What follows belongs to an exercise in optimizing a design on an open flow for small area and a short achievable clock period; a production flow would make more cautious choices.
Only simulation tests tie the RTL to the original design; equivalence was not proved.
Power figures rest on the tool's default switching activity, not on a simulated workload. The clock port is modelled as an ideal driver; clocking choices that lean on that would not hold on a real chip.

Design lr_memories, start of the top module:
module lr_memories(
    input        clk,
    input  [7:0] in_data,
    input  [5:0] in_addr,
    input        in_wr,
    output [7:0] in_q,
    input  [7:0] out_data,
    input  [3:0] out_addr,
    input        out_wr,
    output [7:0] out_q,
    input  [7:0] w_data,
    input  [3:0] w_addr,
    input        w_wr,
    output [7:0] w_q
);
  memory_in u_in (
    .data(in_data), .addr(in_addr), .wr(in_wr), .clk(clk), .out(in_q)
  );
  memory_out u_out (
    .data(out_data), .addr(out_addr), .wr(out_wr), .clk(clk), .out(out_q)
  );
  memory_weight u_w (
    .data(w_data), .addr(w_addr), .wr(w_wr), .clk(clk), .out(w_q)
  );
endmodule
clock: 5.0 ns
lec_check: 0
cap_margin: 20
core_margin: 2
core_utilization: 60
cts_cluster_diameter: 60
cts_cluster_size: 30
place_density: 0.7
setup_slack_margin: 3.0
slew_margin: 20
synth_hierarchical: 1
synth_minimum_keep_size: 0
tns_end_percent: 0
standard.sh (not shown) runs the stock make flow with config.mk's settings and CLKGATE_MAP_FILE= SYNTH_SCRIPT=/design/flow/synth_recipe.tcl, a recipe that flattens the netlist after the stock synthesis.
==> flow/flow/run.sh <==
#!/bin/bash
# Layout flow: the standard ORFS flow (standard.sh), synthesis unchanged,
# with these changes to the later steps:
#  - the port buffers are plain buffers, not the delay cells buffer_ports
#    otherwise picks;
#  - clock tree synthesis without dummy loads and with larger sink clusters;
#  - slow low-power inverters and delay cells are kept out of the layout
#    steps (the platform's own don't-use list plus these);
#  - the address decoder and read-tree gates start at drive strengths that
#    fit their fanout (flow/presize.tcl, after floorplanning).
# Each step's full log stays under orfs/logs; make's own output goes to
# flow_synth.log and flow_layout.log here.
set -euo pipefail
here=$(pwd)

bash standard.sh synth > "$here/flow_synth.log" 2>&1

cts_args="-sink_clustering_enable -repair_clock_nets -dont_use_dummy_load"
cts_args="$cts_args -sink_clustering_size 30 -sink_clustering_max_diameter 60"

platform_dont_use=$(make -s -C "$FLOW_HOME" -f - print <<'MK'
include platforms/sky130hd/config.mk
print:
	@echo $(DONT_USE_CELLS)
MK
)
dont_use="$platform_dont_use sky130_fd_sc_hd__clkinvlp_* sky130_fd_sc_hd__dlygate4sd*"
dont_use="$dont_use sky130_fd_sc_hd__clkdlybuf4s* sky130_fd_sc_hd__dlymetal6s*"

bash standard.sh \
  DONT_USE_CELLS="$dont_use" \
  BUFFER_PORTS_ARGS="-buffer_cell sky130_fd_sc_hd__buf_4" \
  CTS_ARGS="$cts_args" \
  POST_FLOORPLAN_TCL="$here/flow/presize.tcl" \
  finish > "$here/flow_layout.log" 2>&1
==> flow/flow/presize.tcl <==
# Starting drive strengths for the decoder and read-tree gates of mem_core,
# set after floorplanning so that placement and timing repair start from
# gates that can drive their known fanout. Each gate is found by the name of
# the net it drives and keeps its function; only the drive strength changes.
set presize_rules {
  {*.g_lit\[*\].u_inv.y}   4
  {*.addr_n\[*\]}          4
  {*.u_wr_n.y}             4
  {*.u_pd.y}               2
  {u_in.*.u_wl.y}          4
  {u_in.*.u_we.y}          4
  {*.u_wl.y}               2
  {*.u_we.y}               2
  {*.u_r.y}                2
  {*.u_r3.y}               2
  {u_in.*.g64.u_q.y}       2
}
set presize_count 0
set presize_db [ord::get_db]
foreach net [[ord::get_db_block] getNets] {
  set name [$net getName]
  set size ""
  foreach {pattern strength} $presize_rules {
    if {[string match $pattern $name]} { set size $strength; break }
  }
  if {$size eq ""} { continue }
  foreach iterm [$net getITerms] {
    if {![$iterm isOutputSignal]} { continue }
    set inst [$iterm getInst]
    set master [[$inst getMaster] getName]
    if {![regexp {^(.*_)[0-9]+$} $master -> stem]} { continue }
    set target [$presize_db findMaster "${stem}${size}"]
    if {$target eq "NULL" || [$target getName] eq $master} { continue }
    replace_cell [$inst getName] [$target getName]
    incr presize_count
  }
}
puts "presize: resized $presize_count gates"
Next try:
--- a/flow/flow/run.sh
+++ b/flow/flow/run.sh
@@ -9,3 +9,6 @@
 #  - the address decoder and read-tree gates start at drive strengths that
-#    fit their fanout (flow/presize.tcl, after floorplanning).
+#    fit their fanout (flow/presize.tcl, after floorplanning);
+#  - each output port's buffer is moved next to the flip-flop that drives it
+#    after global placement (flow/outbuf_place.tcl), so that the buffer
+#    drives the wire to the port.
 # Each step's full log stays under orfs/logs; make's own output goes to
@@ -31,5 +34,6 @@
   DONT_USE_CELLS="$dont_use" \
-  BUFFER_PORTS_ARGS="-buffer_cell sky130_fd_sc_hd__buf_4" \
+  BUFFER_PORTS_ARGS="-buffer_cell sky130_fd_sc_hd__buf_2" \
   CTS_ARGS="$cts_args" \
   POST_FLOORPLAN_TCL="$here/flow/presize.tcl" \
+  POST_GLOBAL_PLACE_TCL="$here/flow/outbuf_place.tcl" \
   finish > "$here/flow_layout.log" 2>&1
==> flow/flow/outbuf_place.tcl (new file) <==
# Move each output port's buffer next to the flip-flop that drives it, after
# global placement: the buffer, not the flip-flop, then drives the long wire
# to the port. The buffer starts as a buf_6 and the flip-flop as a dfxtp_2.
set ob_block [ord::get_db_block]
set ob_count 0
foreach bterm [$ob_block getBTerms] {
  if {[$bterm getIoType] ne "OUTPUT"} { continue }
  set net [$bterm getNet]
  if {$net eq "NULL"} { continue }
  set buf ""
  foreach it [$net getITerms] { if {[$it isOutputSignal]} { set buf [$it getInst] } }
  if {$buf eq ""} { continue }
  set in ""
  foreach it [$buf getITerms] { if {[$it isInputSignal]} { set in [$it getNet] } }
  if {$in eq "" || $in eq "NULL"} { continue }
  set src ""
  foreach it [$in getITerms] { if {[$it isOutputSignal]} { set src [$it getInst] } }
  if {$src eq ""} { continue }
  if {[[$src getMaster] getName] eq "sky130_fd_sc_hd__dfxtp_1"} {
    replace_cell [$src getName] sky130_fd_sc_hd__dfxtp_2
  }
  replace_cell [$buf getName] sky130_fd_sc_hd__buf_6
  set bb [$src getBBox]
  $buf setLocation [$bb xMax] [$bb yMin]
  $buf setPlacementStatus PLACED
  incr ob_count
}
puts "outbuf_place: moved $ob_count output buffers"
--- a/flow/flow/presize.tcl
+++ b/flow/flow/presize.tcl
@@ -10,3 +10,3 @@
   {u_in.*.u_wl.y}          4
-  {u_in.*.u_we.y}          4
+  {u_in.*.u_we.y}          2
   {*.u_wl.y}               2
--- a/flow/config.mk
+++ b/flow/config.mk
@@ -9,6 +9,6 @@
 export CORE_MARGIN = 2
-export CORE_UTILIZATION = 60
+export CORE_UTILIZATION = 70
 export CTS_CLUSTER_DIAMETER = 60
 export CTS_CLUSTER_SIZE = 30
-export PLACE_DENSITY = 0.7
+export PLACE_DENSITY = 0.8
 export SETUP_SLACK_MARGIN = 3.0
Total power decreases slightly.
Routed wire length is lower slightly.
Combinational power came out higher by a few percent.
Final cell count is lower by a few percent.
Area after synthesis stays the same.
Worst setup slack gains 4.6 ps.
Non-clock buffer count rose by 16.
Sequential cell count does not change.
Count of clock-buffer cells in the layout falls by 5.
Via count is higher by a few percent.
Sequential share of layout area goes up by 0.31 points.
Next try:
--- a/flow/flow/outbuf_place.tcl
+++ b/flow/flow/outbuf_place.tcl
@@ -2,3 +2,3 @@
 # global placement: the buffer, not the flip-flop, then drives the long wire
-# to the port. The buffer starts as a buf_6 and the flip-flop as a dfxtp_2.
+# to the port.
 set ob_block [ord::get_db_block]
@@ -18,6 +18,2 @@
   if {$src eq ""} { continue }
-  if {[[$src getMaster] getName] eq "sky130_fd_sc_hd__dfxtp_1"} {
-    replace_cell [$src getName] sky130_fd_sc_hd__dfxtp_2
-  }
-  replace_cell [$buf getName] sky130_fd_sc_hd__buf_6
   set bb [$src getBBox]
--- a/flow/flow/presize.tcl
+++ b/flow/flow/presize.tcl
@@ -5,4 +5,4 @@
 set presize_rules {
-  {*.g_lit\[*\].u_inv.y}   4
-  {*.addr_n\[*\]}          4
+  {*.addr_n*}              4
+  {*.wr_n}                 4
   {*.u_wr_n.y}             4
The new run finished clean; sequential share of layout area drops by 0.19 points; flip-flop and latch count is unchanged; via count stays flat; non-clock buffer count climbs by 29.
Next try:
--- a/flow/flow/run.sh
+++ b/flow/flow/run.sh
@@ -21,3 +21,3 @@
 cts_args="-sink_clustering_enable -repair_clock_nets -dont_use_dummy_load"
-cts_args="$cts_args -sink_clustering_size 30 -sink_clustering_max_diameter 60"
+cts_args="$cts_args -sink_clustering_size 30 -sink_clustering_max_diameter 90"
 
--- a/flow/flow/presize.tcl
+++ b/flow/flow/presize.tcl
@@ -5,4 +5,4 @@
 set presize_rules {
-  {*.addr_n*}              4
-  {*.wr_n}                 4
+  {*.g_lit\[*\].u_inv.y}   4
+  {*.addr_n\[*\]}          4
   {*.u_wr_n.y}             4
Wire length came out higher by about 0.37%.
Area after synthesis is unchanged.
Final cell count falls by about 2%.
Die area does not change.
Sequential share of layout area grows by 1.4 points.
Final area falls by about 1.8%.
First-iteration DRC count climbs by about 8%.
Clock-buffer cell count fell by 10.
Synthesized cell count stays the same.
Setup slack loses 64 ps.
Total power shrinks by 4.1%.
Next try:
--- a/flow/flow/run.sh
+++ b/flow/flow/run.sh
@@ -9,6 +9,3 @@
 #  - the address decoder and read-tree gates start at drive strengths that
-#    fit their fanout (flow/presize.tcl, after floorplanning);
-#  - each output port's buffer is moved next to the flip-flop that drives it
-#    after global placement (flow/outbuf_place.tcl), so that the buffer
-#    drives the wire to the port.
+#    fit their fanout (flow/presize.tcl, after floorplanning).
 # Each step's full log stays under orfs/logs; make's own output goes to
@@ -21,3 +18,3 @@
 cts_args="-sink_clustering_enable -repair_clock_nets -dont_use_dummy_load"
-cts_args="$cts_args -sink_clustering_size 30 -sink_clustering_max_diameter 90"
+cts_args="$cts_args -sink_clustering_size 30 -sink_clustering_max_diameter 60"
 
@@ -34,6 +31,5 @@
   DONT_USE_CELLS="$dont_use" \
-  BUFFER_PORTS_ARGS="-buffer_cell sky130_fd_sc_hd__buf_2" \
+  BUFFER_PORTS_ARGS="-buffer_cell sky130_fd_sc_hd__buf_4" \
   CTS_ARGS="$cts_args" \
   POST_FLOORPLAN_TCL="$here/flow/presize.tcl" \
-  POST_GLOBAL_PLACE_TCL="$here/flow/outbuf_place.tcl" \
   finish > "$here/flow_layout.log" 2>&1
--- a/flow/flow/presize.tcl
+++ b/flow/flow/presize.tcl
@@ -5,10 +5,13 @@
 set presize_rules {
-  {*.g_lit\[*\].u_inv.y}   4
-  {*.addr_n\[*\]}          4
-  {*.u_wr_n.y}             4
+  {*.addr_n*}              4
+  {*.wr_n}                 4
   {*.u_pd.y}               2
   {u_in.*.u_wl.y}          4
-  {u_in.*.u_we.y}          2
+  {u_in.*.u_we.y}          4
   {*.u_wl.y}               2
   {*.u_we.y}               2
+  {u_in.*.u_r.a}           2
+  {u_in.*.u_r.b}           2
+  {u_in.*.u_r3.a}          2
+  {u_in.*.u_r3.b}          2
   {*.u_r.y}                2
@@ -17,2 +20,4 @@
 }
+# the read-result flip-flops drive the output ports: start them strong
+set presize_flops {*.u_core.q*$_DFF_P_}
 set presize_count 0
@@ -37,2 +42,9 @@
 }
+foreach inst [[ord::get_db_block] getInsts] {
+  if {![string match $presize_flops [$inst getName]]} { continue }
+  set target [$presize_db findMaster sky130_fd_sc_hd__dfxtp_4]
+  if {[[$inst getMaster] getName] eq [$target getName]} { continue }
+  replace_cell [$inst getName] [$target getName]
+  incr presize_count
+}
 puts "presize: resized $presize_count gates"
--- a/flow/config.mk
+++ b/flow/config.mk
@@ -9,6 +9,6 @@
 export CORE_MARGIN = 2
-export CORE_UTILIZATION = 70
+export CORE_UTILIZATION = 60
 export CTS_CLUSTER_DIAMETER = 60
 export CTS_CLUSTER_SIZE = 30
-export PLACE_DENSITY = 0.8
+export PLACE_DENSITY = 0.7
 export SETUP_SLACK_MARGIN = 3.0
removed: flow/flow/outbuf_place.tcl
Final area increases by 3.6%.
First-iteration DRC count drops by 27%.
Die area goes up by 16%.
Sequential share of layout area decreases by 2.3 points.
Register-to-register slack degrades by 30 ps.
Routed wire length stays flat.
Sequential power hardly moves.
Critical path depth does not change.

## port drivers added, routing unchanged
The flow's constraints put no driver on any port. The routed layouts listed below were extracted and timed again, unchanged, in two steps. Step 1, drivers: a clkbuf_16 drives clk and a buf_2 each remaining input, both assumed. Step 2 also shifts input and output timing later by t, the mid clock arrival at the registers, as if the neighbouring blocks saw the same clock. Three values: no drivers, after step 1, after step 2; two values: the first two.
run	t (ns)	slack for setup (ns)	worst hold slack (ns)	slew at the worst register clock pin (ns)	worst slew at a driven data input, ns
the first run	0.637	2.870 / 2.838 / 2.241	0.568 / 0.568 / 0.568	0.10 / 0.10	0.07
the second run	0.639	2.874 / 2.853 / 2.214	0.577 / 0.577 / 0.577	0.11 / 0.11	0.08
the third run	0.643	2.890 / 2.859 / 2.217	0.578 / 0.578 / 0.578	0.11 / 0.11	0.08
the fourth run	0.658	2.826 / 2.834 / 2.196	0.599 / 0.599 / 0.599	0.12 / 0.12	0.08
the fifth run	0.627	2.860 / 2.823 / 2.226	0.565 / 0.565 / 0.565	0.10 / 0.10	0.10
After both steps every run listed still meets setup and hold. For the third run, which loses most, drivers alone change the setup slack by -0.031 ns; drivers and shift together by -0.673 ns.
